Context: an optimization exercise on an open-source flow, tuned for small area and a short achievable clock period. The choices shown serve that exercise and are no tape-out recipe.
No driver is modelled on the clock port, so clocking that relies on it looks cheaper here than on a real chip.

Setup of north:
Design pe, start of the top module:
module pe (
    input               clk,
    input               rst,
    input  signed [7:0] weight,
    input  signed [7:0] inmap,
    input               inmap_vld,
    input               weight_vld,
    input  signed [7:0] bias,
    output signed [7:0] outmap,
    output              outmap_vld,
    output signed [15:0] outraw
);
Size in the first run: ~380 cells after synthesis, ~21 flip-flops, about 53 I/O pins, ~3300 sq um of cells after synthesis.
Settings: LEC_CHECK=0, CAP_MARGIN=20, CORE_MARGIN=2, CORE_UTILIZATION=40, SLEW_MARGIN=60, SYNTH_HIERARCHICAL=1, SYNTH_MINIMUM_KEEP_SIZE=0; clock period 10.5 ns.
standard.sh (not shown) runs the stock make flow with config.mk's settings and CLKGATE_MAP_FILE= SYNTH_SCRIPT=/design/flow/synth_recipe.tcl, a recipe that flattens the netlist after the stock synthesis.
==> flow/flow/run.sh <==
#!/bin/bash
# Own layout flow: the standard ORFS layout (standard.sh) with two changes:
#  - port buffers use buf_2 instead of the buffer the port buffering picks by default
#    (every input and output port still gets its own buffer);
#  - before clock-tree synthesis, a timing-driven sizing pass (gate upsizing and pin
#    swaps only, no new buffers) aims at a worst slack somewhat above the placed one.
set -euo pipefail
here=$(cd "$(dirname "$0")" && pwd)
export BUFFER_PORTS_ARGS="-buffer_cell sky130_fd_sc_hd__buf_2"
export PRE_CTS_TCL="$here/pre_cts.tcl"
export SIZE_EXTRA_SLACK="${SIZE_EXTRA_SLACK:-0.35}"
bash standard.sh > standard_flow.log 2>&1
==> flow/flow/pre_cts.tcl <==
# Timing-driven gate sizing before CTS: upsize gates and swap pins (no buffering) on the
# worst paths until the worst slack is SIZE_EXTRA_SLACK ns above what placement left.
estimate_parasitics -placement
set ws [worst_slack -max]
puts "pre_cts sizing: worst slack $ws, target [expr {$ws + $::env(SIZE_EXTRA_SLACK)}]"
repair_timing -setup -setup_margin [expr {$ws + $::env(SIZE_EXTRA_SLACK)}] \
  -sequence "sizeup,swap" -repair_tns 0 -verbose
puts "pre_cts sizing: worst slack now [worst_slack -max]"
north finished end to end and its layout was clean on timing, DRC and antenna.
## Diff of input files: east against north
diff --git a/flow/design.v b/flow/design.v
--- a/flow/design.v
+++ b/flow/design.v
@@ -62,17 +62,17 @@
     output signed [7:0] outmap,
     output              outmap_vld,
     output signed [15:0] outraw
 );
   wire v = inmap_vld & weight_vld;
   reg  [4:0]  n;     
   reg  [15:0] acc;   
   wire z = (n == 5'd0);
-  wire [15:0] base = z ? {{5{bias[7]}}, bias, 3'b0} : acc;
+  wire [15:0] base = (v & z) ? {{5{bias[7]}}, bias, 3'b0} : (v ? acc : 16'd0);
   wire [7:0] wg;
   gate8 u_gw (.a(weight), .e0(inmap_vld), .e1(weight_vld), .y(wg));
   wire one0 = inmap[0] ^ 1'b0;
   wire two0 = (inmap[1] & ~inmap[0] & ~1'b0) | (~inmap[1] & inmap[0] & 1'b0);
   wire neg0 = inmap[1] & ~(inmap[0] & 1'b0);
   wire pp0_0 = ((one0 & wg[0]) | (two0 & 1'b0)) ^ neg0;
   wire pp0_1 = ((one0 & wg[1]) | (two0 & wg[0])) ^ neg0;
   wire pp0_2 = ((one0 & wg[2]) | (two0 & wg[1])) ^ neg0;
@@ -119,41 +119,41 @@
   wire pp3_7 = ((one3 & wg[7]) | (two3 & wg[6])) ^ neg3;
   wire pp3_8 = ~(((one3 & wg[7]) | (two3 & wg[7])) ^ neg3);
   wire basen8 = ~base[8];
   wire basen9 = ~base[9];
   wire basen11 = ~base[11];
   wire basen13 = ~base[13];
   wire basen15 = ~base[15];
   wire s0, c0;
-  fa u_fa0 (.a(base[0]), .b(neg0), .ci(pp0_0), .s(s0), .co(c0));
+  fa u_fa0 (.a(neg0), .b(base[0]), .ci(pp0_0), .s(s0), .co(c0));
   wire s1, c1;
   fa u_fa1 (.a(base[1]), .b(pp0_1), .ci(c0), .s(s1), .co(c1));
   wire s2, c2;
-  fa u_fa2 (.a(base[2]), .b(neg1), .ci(pp0_2), .s(s2), .co(c2));
+  fa u_fa2 (.a(neg1), .b(base[2]), .ci(pp0_2), .s(s2), .co(c2));
   wire s3, c3;
   fa u_fa3 (.a(pp1_0), .b(s2), .ci(c1), .s(s3), .co(c3));
   wire s4, c4;
   fa u_fa4 (.a(base[3]), .b(pp0_3), .ci(pp1_1), .s(s4), .co(c4));
   wire hs0, hc0;
   ha u_ha0 (.a(c2), .b(s4), .s(hs0), .co(hc0));
   wire s5, c5;
-  fa u_fa5 (.a(base[4]), .b(neg2), .ci(pp0_4), .s(s5), .co(c5));
+  fa u_fa5 (.a(neg2), .b(base[4]), .ci(pp0_4), .s(s5), .co(c5));
   wire s6, c6;
   fa u_fa6 (.a(pp1_2), .b(pp2_0), .ci(c4), .s(s6), .co(c6));
   wire hs1, hc1;
   ha u_ha1 (.a(s5), .b(hc0), .s(hs1), .co(hc1));
   wire s7, c7;
   fa u_fa7 (.a(base[5]), .b(pp0_5), .ci(pp1_3), .s(s7), .co(c7));
   wire s8, c8;
   fa u_fa8 (.a(pp2_1), .b(c5), .ci(s7), .s(s8), .co(c8));
   wire hs2, hc2;
   ha u_ha2 (.a(c6), .b(hc1), .s(hs2), .co(hc2));
   wire s9, c9;
-  fa u_fa9 (.a(base[6]), .b(neg3), .ci(pp0_6), .s(s9), .co(c9));
+  fa u_fa9 (.a(neg3), .b(base[6]), .ci(pp0_6), .s(s9), .co(c9));
   wire s10, c10;
   fa u_fa10 (.a(pp1_4), .b(pp2_2), .ci(pp3_0), .s(s10), .co(c10));
   wire s11, c11;
   fa u_fa11 (.a(c7), .b(s9), .ci(s10), .s(s11), .co(c11));
   wire hs3, hc3;
   ha u_ha3 (.a(c8), .b(s11), .s(hs3), .co(hc3));
   wire s12, c12;
   fa u_fa12 (.a(base[7]), .b(pp0_7), .ci(pp1_5), .s(s12), .co(c12));
@@ -207,17 +207,17 @@
   fa u_fa29 (.a(base[14]), .b(base[13]), .ci(pp3_8), .s(s29), .co(c29));
   wire hs11, hc11;
   ha u_ha11 (.a(s29), .b(c28), .s(hs11), .co(hc11));
   wire w0 = basen15 ^ c29;
   wire [15:0] sx = {w0, hs11, hs10, hs9, hs8, hc6, hc5, hc4, s14, hc2, s8, s6, hs0, s3, s1, s0};
   wire [15:0] sy = {hc11, hc10, hc9, hc8, hc7, hs7, hs6, hs5, hs4, hs3, hs2, hs1, c3, 1'b0, 1'b0, 1'b0};
   wire [15:0] t = sx + sy;
   wire [6:0] r = t[9:3] + t[2];
-  assign outraw = t & {16{v}};
-  assign outmap = {1'b0, r & {7{v & ~t[15]}}};
+  assign outraw = t;
+  assign outmap = {1'b0, r & {7{~t[15]}}};
   assign outmap_vld = (n == 5'd24);
-  always @(posedge clk) acc <= t;
+  always @(posedge clk) acc <= t | (acc & {16{~v}});
   always @(posedge clk or posedge rst) begin
     if (rst) n <= 5'd0;
     else if (v) n <= (n == 5'd24) ? 5'd0 : n + 5'd1;
   end
 endmodule
--- outcome ---
Compared with north, east shows final critical delay including setup and external delays higher by 0.053 ns. Detailed-router iteration count before antenna repair on east is down relative to north. Changes observed in east relative to north: synthesized area divided by synthesized cell count moved up.
No run of this note included a check of the RTL's function; only the layout flow was run.

[static timing again, ports no longer ideal]
Ports are ideal in the flow. The routed layouts listed here were re-timed in OpenROAD.
Step 1: set_driving_cell puts a clkbuf_16 on clk and a buf_2 on each other input, an assumption about the parent block.
Step 2 adds t to the input delays and takes it off the output delays; t is the mean of the earliest and latest rising clock arrival at the registers after step 1. Input paths then give back, and output paths get back, about the clock's delay inside the block.
Slacks: ideal / step 1 / step 2; pairs: ideal / step 1.
run	t (ns)	setup WS [ns]	hold WS [ns]	worst setup path after step 2
north	0.291	2.085 / 2.047 / 2.047	0.596 / 0.596 / 0.596	input to output
east	0.292	2.032 / 2.012 / 2.012	0.446 / 0.446 / 0.446	input to output
After both steps every run listed still meets setup and hold. The setup slack of north, which loses most, moves by -0.038 ns with the drivers and by -0.038 ns with both steps.
